What follows belongs to an exercise in optimizing a design on an open flow for small area and a short achievable clock period; a production flow would make more cautious choices. Only simulation tests tie the RTL to the original design; equivalence was not proved. No driver is modelled on the clock port, so clocking that relies on it looks cheaper here than on a real chip. No activity file was given, so power comes from the tool's default toggle rates.

==> flow/design.v <==
module Lowpass(input clk, input rst, input en, input [15:0] in, output [15:0] out);
	reg [15:0] ff [31:0];
	reg [15:0] acc;
	reg [4:0]  cnt;
	reg        full;
	wire [15:0] old = full ? ff[31] : 16'b0;
	assign out = en ? {6'b0, acc[15:6]} : 16'b0;
	integer i;
	always @(posedge clk) begin
		if (en) begin
			ff[0] <= in;
			for (i = 1; i < 32; i = i + 1)
				ff[i] <= ff[i-1];
		end
	end
	always @(posedge clk or posedge rst) begin
		if (rst) begin
			acc  <= 16'b0;
			cnt  <= 5'b0;
			full <= 1'b0;
		end else if (en) begin
			acc <= acc + in + ~old + 16'd1;
			cnt <= cnt + 5'd1;
			if (cnt == 5'd31)
				full <= 1'b1;
		end
	end
endmodule
export LEC_CHECK = 0
export CAP_MARGIN = 20
export CORE_MARGIN = 2
export CORE_UTILIZATION = 60
export CTS_BUF_LIST = sky130_fd_sc_hd__clkbuf_16
export CTS_CLUSTER_DIAMETER = 120
export CTS_CLUSTER_SIZE = 36
export SETUP_SLACK_MARGIN = 5
export SLEW_MARGIN = 20
create_clock -name core_clock -period 10.0 [get_ports {clk}]
standard.sh (not shown) runs the stock make flow with config.mk's settings and CLKGATE_MAP_FILE= SYNTH_SCRIPT=/design/flow/synth_recipe.tcl, a recipe that flattens the netlist after the stock synthesis.
==> flow/flow/run.sh <==
#!/bin/bash
# The standard layout, with a larger setup margin for timing repair, stronger
# port buffers, and flow/fix_en.tcl run before CTS (see that file).
# make's output goes to flow_make.log; each step's log is under orfs/logs.
set -euo pipefail
bash standard.sh SETUP_SLACK_MARGIN=6 "BUFFER_PORTS_ARGS=-buffer_cell sky130_fd_sc_hd__buf_2" \
  "PRE_CTS_TCL=$PWD/flow/fix_en.tcl" FIX_EN_BUF=sky130_fd_sc_hd__buf_4 FIX_EN_INV=sky130_fd_sc_hd__inv_4 \
  finish > flow_make.log 2>&1
Other scripts of this flow, unchanged in this note and not shown: flow/flow/fix_en.tcl
The first run completed with no timing, DRC or antenna violations.
Next try:
==> flow/flow/run.sh (replaced) <==
#!/bin/bash
# The standard layout, with a larger setup margin for timing repair, stronger
# port buffers, and flow/fix_en.tcl run before CTS (see that file).
# make's output goes to flow_make.log; each step's log is under orfs/logs.
set -euo pipefail
bash standard.sh SETUP_SLACK_MARGIN=6.5 "BUFFER_PORTS_ARGS=-buffer_cell sky130_fd_sc_hd__buf_2" \
  "PRE_CTS_TCL=$PWD/flow/fix_en.tcl" FIX_EN_BUF=sky130_fd_sc_hd__buf_4 FIX_EN_INV=sky130_fd_sc_hd__inv_4 \
  finish > flow_make.log 2>&1
- CTS_CLUSTER_DIAMETER: 120 -> 100
- CTS_CLUSTER_SIZE: 36 -> 30
After rerunning: First-iteration DRC count went up by 21%; worst setup slack is worse by 0.098 ns; sequential cell count is unchanged; fmax went down by about 2.2%; utilization went up by 2.1 points.
Next try:
==> flow/flow/run.sh (replaced) <==
#!/bin/bash
# The standard layout, with a larger setup margin for timing repair, stronger
# port buffers, and flow/fix_en.tcl run before CTS (see that file).
# make's output goes to flow_make.log; each step's log is under orfs/logs.
set -euo pipefail
bash standard.sh SETUP_SLACK_MARGIN=6 "BUFFER_PORTS_ARGS=-buffer_cell sky130_fd_sc_hd__buf_2" \
  "PRE_CTS_TCL=$PWD/flow/fix_en.tcl" FIX_EN_BUF=sky130_fd_sc_hd__buf_4 FIX_EN_INV=sky130_fd_sc_hd__inv_4 \
  finish > flow_make.log 2>&1
- CAP_MARGIN: 20 -> 10
- CORE_UTILIZATION: 60 -> 70
- SLEW_MARGIN: 20 -> 10
Result: Final cell count went down by a few percent. Wire length rose by a few percent. Via count stays flat. Die area fell by roughly a tenth. First-iteration DRC count decreases by roughly a tenth. Sequential cell count stays the same. Synthesized area stays the same. Critical path depth stays the same. Total power drops by a few percent. Hold slack improves by 0.0086 ns. Worst setup slack degrades by 0.012 ns.


Starts from the design.v that is shown in full above.
export LEC_CHECK = 0
export CAP_MARGIN = 20
export CORE_MARGIN = 2
export CORE_UTILIZATION = 60
export CTS_BUF_LIST = sky130_fd_sc_hd__clkbuf_16
export CTS_CLUSTER_DIAMETER = 100
export CTS_CLUSTER_SIZE = 30
export SETUP_SLACK_MARGIN = 5
export SLEW_MARGIN = 20
create_clock -name core_clock -period 10.0 [get_ports {clk}]
==> flow/flow/run.sh <==
#!/bin/bash
# The standard layout, with a larger setup margin for timing repair, stronger
# port buffers, the en and out pins placed together (flow/pins.tcl), and
# flow/fix_en.tcl run before CTS and after CTS's timing repair (see that
# file); the repair after global routing is skipped so that it keeps that
# structure. make's output goes to flow_make.log; each step's log is under
# orfs/logs.
set -euo pipefail
bash standard.sh SETUP_SLACK_MARGIN=5.65 "BUFFER_PORTS_ARGS=-buffer_cell sky130_fd_sc_hd__buf_2" \
  "PRE_IO_PLACEMENT_TCL=$PWD/flow/pins.tcl" \
  "PRE_CTS_TCL=$PWD/flow/fix_en.tcl" "POST_CTS_TCL=$PWD/flow/fix_en.tcl" SKIP_INCREMENTAL_REPAIR=1 \
  FIX_EN_BUF=sky130_fd_sc_hd__buf_4 FIX_EN_INV=sky130_fd_sc_hd__inv_4 \
  finish > flow_make.log 2>&1
==> flow/flow/fix_en.tcl <==
# Run as ORFS's PRE_CTS_TCL hook, on the placed design before CTS, and again
# as its POST_CTS_TCL hook, after CTS's timing repair.
# en reaches the output through one gate (out = en & sum), but the gates sit
# deep in en's large fanout tree (the enables of all window registers), and
# timing repair then grows that whole tree to speed up the en -> out path.
# Here the gates' en inputs are taken from the en port buffer directly (or
# from one inverter on it, where the gate wants en inverted), and everything
# else the port buffer drove is put behind one new buffer.
set block [ord::get_db_block]
set en_net [[$block findBTerm en] getNet]
set ibuf ""
foreach it [$en_net getITerms] {
  if {[string match input* [[$it getInst] getName]]} { set ibuf [$it getInst] }
}
if {$ibuf eq ""} { puts "fix_en: no port buffer on en"; return }
set root_net [[$ibuf findITerm X] getNet]
puts "fix_en: port buffer [$ibuf getName], net [$root_net getName]"

# a name not yet used in the block
proc fresh {kind base} {
  set block [ord::get_db_block]
  set k 0
  while {[$block find$kind ${base}_$k] ne "NULL"} { incr k }
  return ${base}_$k
}
proc master_of {inst} { return [[$inst getMaster] getName] }
proc is_buf {inst} { return [regexp {__(buf|bufbuf|clkbuf)_[0-9]+$} [master_of $inst]] }
proc is_inv {inst} { return [regexp {__(inv|clkinv)_[0-9]+$} [master_of $inst]] }
proc in_net {inst} {
  foreach it [$inst getITerms] { if {[$it isInputSignal]} { return [$it getNet] } }
  return ""
}
proc out_net {inst} {
  foreach it [$inst getITerms] { if {[$it isOutputSignal]} { return [$it getNet] } }
  return ""
}
proc driver {net} {
  foreach it [$net getITerms] { if {[$it isOutputSignal]} { return [$it getInst] } }
  return ""
}
# parity of inversions from root_net to net through buffers and inverters, or -1
proc parity {net root_net} {
  set par 0
  for {set k 0} {$k < 12} {incr k} {
    if {$net eq $root_net} { return $par }
    set d [driver $net]
    if {$d eq ""} { return -1 }
    if {[is_inv $d]} { set par [expr {1 - $par}] } elseif {![is_buf $d]} { return -1 }
    set net [in_net $d]
    if {$net eq "" || $net eq "NULL"} { return -1 }
  }
  return -1
}

set loc [$ibuf getLocation]
set inv_net ""
set gates {}
set old_drivers {}
foreach bt [$block getBTerms] {
  if {![string match out* [$bt getName]]} continue
  set obuf [driver [$bt getNet]]
  if {$obuf eq "" || ![is_buf $obuf]} continue
  set gate [driver [in_net $obuf]]
  if {$gate eq "" || [is_buf $gate] || [is_inv $gate]} continue
  foreach it [$gate getITerms] {
    if {![$it isInputSignal]} continue
    set n [$it getNet]
    if {$n eq "NULL"} continue
    if {$n eq $root_net} { lappend gates [$gate getName]; continue }
    if {$inv_net ne "" && $n eq $inv_net} { lappend gates [$gate getName]; continue }
    set par [parity $n $root_net]
    if {$par < 0} continue
    lappend old_drivers [driver $n]
    $it disconnect
    if {$par == 0} {
      $it connect $root_net
    } else {
      if {$inv_net eq ""} {
        set inv [odb::dbInst_create $block [[ord::get_db] findMaster $::env(FIX_EN_INV)] [fresh Inst fix_en_inv]]
        set inv_net [odb::dbNet_create $block [fresh Net fix_en_inv_net]]
        [$inv findITerm A] connect $root_net
        [$inv findITerm Y] connect $inv_net
        $inv setLocation [lindex $loc 0] [lindex $loc 1]
        $inv setPlacementStatus PLACED
      }
      $it connect $inv_net
    }
    lappend gates [$gate getName]
  }
}
puts "fix_en: [llength $gates] output gate inputs moved: $gates"

# remove buffers and inverters left without loads (repeatedly, up the tree);
# instances are tracked by name, since a removed one must not be touched
set names [lsort -unique [lmap d $old_drivers {$d getName}]]
set again 1
while {$again} {
  set again 0
  foreach name $names {
    set d [$block findInst $name]
    if {$d eq "NULL" || $d eq ""} continue
    if {![is_buf $d] && ![is_inv $d]} continue
    if {$name eq [$ibuf getName]} continue
    set o [out_net $d]
    if {$o ne "" && $o ne "NULL" && [llength [$o getITerms]] == 1 && [llength [$o getBTerms]] == 0} {
      puts "fix_en: removing unloaded $name"
      set up [driver [in_net $d]]
      foreach it [$d getITerms] { $it disconnect }
      odb::dbInst_destroy $d
      odb::dbNet_destroy $o
      if {$up ne ""} { lappend names [$up getName] }
      set again 1
    }
  }
  set names [lsort -unique $names]
}

# everything else on root_net goes behind one new buffer
set others {}
foreach it [$root_net getITerms] {
  if {[$it isOutputSignal]} continue
  set inst [$it getInst]
  if {[lsearch -exact $gates [$inst getName]] >= 0} continue
  if {$inv_net ne "" && $inst eq $inv} continue
  lappend others $it
}
puts "fix_en: [llength $others] other loads go behind a new buffer"
if {[llength $others] > 1} {
  set b [odb::dbInst_create $block [[ord::get_db] findMaster $::env(FIX_EN_BUF)] [fresh Inst fix_en_buf]]
  set bnet [odb::dbNet_create $block [fresh Net fix_en_net]]
  [$b findITerm A] connect $root_net
  [$b findITerm X] connect $bnet
  foreach it $others { $it disconnect; $it connect $bnet }
  $b setLocation [lindex $loc 0] [lindex $loc 1]
  $b setPlacementStatus PLACED
}
global_connect
estimate_parasitics -placement
repair_design -slew_margin $::env(SLEW_MARGIN) -cap_margin $::env(CAP_MARGIN)
detailed_placement
estimate_parasitics -placement
report_checks -path_delay max -fields {fanout cap slew} -digits 3 -group_path_count 2
==> flow/flow/pins.tcl <==
# Run as ORFS's PRE_IO_PLACEMENT_TCL hook, before place_pins: keep the en pin
# and the pins of out[9:0], which en gates, together on the die's edge, so the
# en -> out wires stay short.
set_io_pin_constraint -group -order -pin_names {out[0] out[1] out[2] out[3] out[4] en out[5] out[6] out[7] out[8] out[9]}
The starting point finished with timing, DRC and antenna clean.
Then changed:
==> flow/flow/run.sh (replaced) <==
#!/bin/bash
# The standard layout, with a larger setup margin for timing repair, stronger
# port buffers, and flow/fix_en.tcl run before CTS and after CTS's timing
# repair (see that file); the repair after global routing is skipped so that
# it keeps that structure. make's output goes to flow_make.log; each step's
# log is under orfs/logs.
set -euo pipefail
bash standard.sh SETUP_SLACK_MARGIN=6 "BUFFER_PORTS_ARGS=-buffer_cell sky130_fd_sc_hd__buf_2" \
  "PRE_CTS_TCL=$PWD/flow/fix_en.tcl" "POST_CTS_TCL=$PWD/flow/fix_en.tcl" SKIP_INCREMENTAL_REPAIR=1 \
  FIX_EN_BUF=sky130_fd_sc_hd__buf_4 FIX_EN_INV=sky130_fd_sc_hd__inv_4 \
  finish > flow_make.log 2>&1
--- a/flow/flow/fix_en.tcl
+++ b/flow/flow/fix_en.tcl
@@ -136,6 +136,4 @@
 }
 global_connect
-estimate_parasitics -placement
-repair_design -slew_margin $::env(SLEW_MARGIN) -cap_margin $::env(CAP_MARGIN)
 detailed_placement
 estimate_parasitics -placement
removed: flow/flow/pins.tcl
Outcome: Routed wire length is higher by 4.6%. Worst setup slack got worse by 59 ps. Sequential power barely changes. Final cell count is unchanged. Synthesized cell count stays the same. Combinational power is about the same. First-iteration DRC count is lower by 1.3%. Utilization is about the same. Flip-flop and latch count does not change.
Then changed:
==> flow/flow/run.sh (replaced) <==
#!/bin/bash
# The standard layout, with a larger setup margin for timing repair, stronger
# port buffers, the en and out pins placed together (flow/pins.tcl), and
# flow/fix_en.tcl run before CTS and after CTS's timing repair (see that
# file); the repair after global routing is skipped so that it keeps that
# structure. make's output goes to flow_make.log; each step's log is under
# orfs/logs.
set -euo pipefail
bash standard.sh SETUP_SLACK_MARGIN=5.65 "BUFFER_PORTS_ARGS=-buffer_cell sky130_fd_sc_hd__buf_2" \
  "PRE_IO_PLACEMENT_TCL=$PWD/flow/pins.tcl" \
  "PRE_CTS_TCL=$PWD/flow/fix_en.tcl" "POST_CTS_TCL=$PWD/flow/fix_en.tcl" SKIP_INCREMENTAL_REPAIR=1 \
  FIX_EN_BUF=sky130_fd_sc_hd__buf_4 FIX_EN_INV=sky130_fd_sc_hd__inv_4 \
  finish > flow_make.log 2>&1
==> flow/flow/pins.tcl (new file) <==
# Run as ORFS's PRE_IO_PLACEMENT_TCL hook, before place_pins: keep the en pin
# and the pins of out[9:0], which en gates, together on the die's edge, so the
# en -> out wires stay short.
set_io_pin_constraint -group -order -pin_names {out[0] out[1] out[2] out[3] out[4] en out[5] out[6] out[7] out[8] out[9]}
=>
- The new run ran to the end with no violations
- routed wire length came out lower by 4.8%
- final area is about the same
- synthesized area does not change
- die area does not change
- via count came out lower by 0.61%
- worst setup slack is better by 60 ps
Then changed:
--- a/flow/flow/run.sh
+++ b/flow/flow/run.sh
@@ -7,5 +7,5 @@
 # orfs/logs.
 set -euo pipefail
-bash standard.sh SETUP_SLACK_MARGIN=5.65 "BUFFER_PORTS_ARGS=-buffer_cell sky130_fd_sc_hd__buf_2" \
+bash standard.sh SETUP_SLACK_MARGIN=6 "BUFFER_PORTS_ARGS=-buffer_cell sky130_fd_sc_hd__buf_2" \
   "PRE_IO_PLACEMENT_TCL=$PWD/flow/pins.tcl" \
   "PRE_CTS_TCL=$PWD/flow/fix_en.tcl" "POST_CTS_TCL=$PWD/flow/fix_en.tcl" SKIP_INCREMENTAL_REPAIR=1 \
PLACE_DENSITY = 0.8   (was default)
After rerunning: Core utilization stays flat. Total power is higher slightly. Combinational power came out higher slightly. Setup slack degrades by 8.2 ps.

[afterwards: timing with drivers on the ports]
The flow's constraints put no driver on any port. The routed layouts listed below were extracted and timed again, unchanged, in two steps. Step 1, drivers: a clkbuf_16 drives clk and a buf_2 each remaining input, both assumed. Step 2 times the ports against the registers' clock, not the clock port: input delays grow and output delays shrink by t, the midpoint of the rising clock arrivals with the driver on. Slacks: no drivers / after step 1 / after step 2; pairs: no drivers / after step 1.
run	t, ns	setup slack, ns	worst data-port slew with drivers (ns)	cell pins on the clock port's net
the first run of note 1	0.580	5.579 / 5.383 / 5.383	0.20	1
the second run of note 1	0.578	5.482 / 5.420 / 5.420	0.08	1
the third run of note 1	0.569	5.469 / 5.408 / 5.408	0.08	1
the first run of note 2	0.583	5.640 / 5.538 / 5.060	0.14	1
the second run of note 2	0.583	5.581 / 5.384 / 5.233	0.20	1
the third run of note 2	0.583	5.641 / 5.537 / 5.057	0.14	1
the fourth run of note 2	0.571	5.632 / 5.530 / 5.230	0.13	1
After both steps setup and hold are still met in every run listed. For the third run of note 2, which loses most, drivers alone change the setup slack by -0.104 ns; drivers and shift together by -0.584 ns.
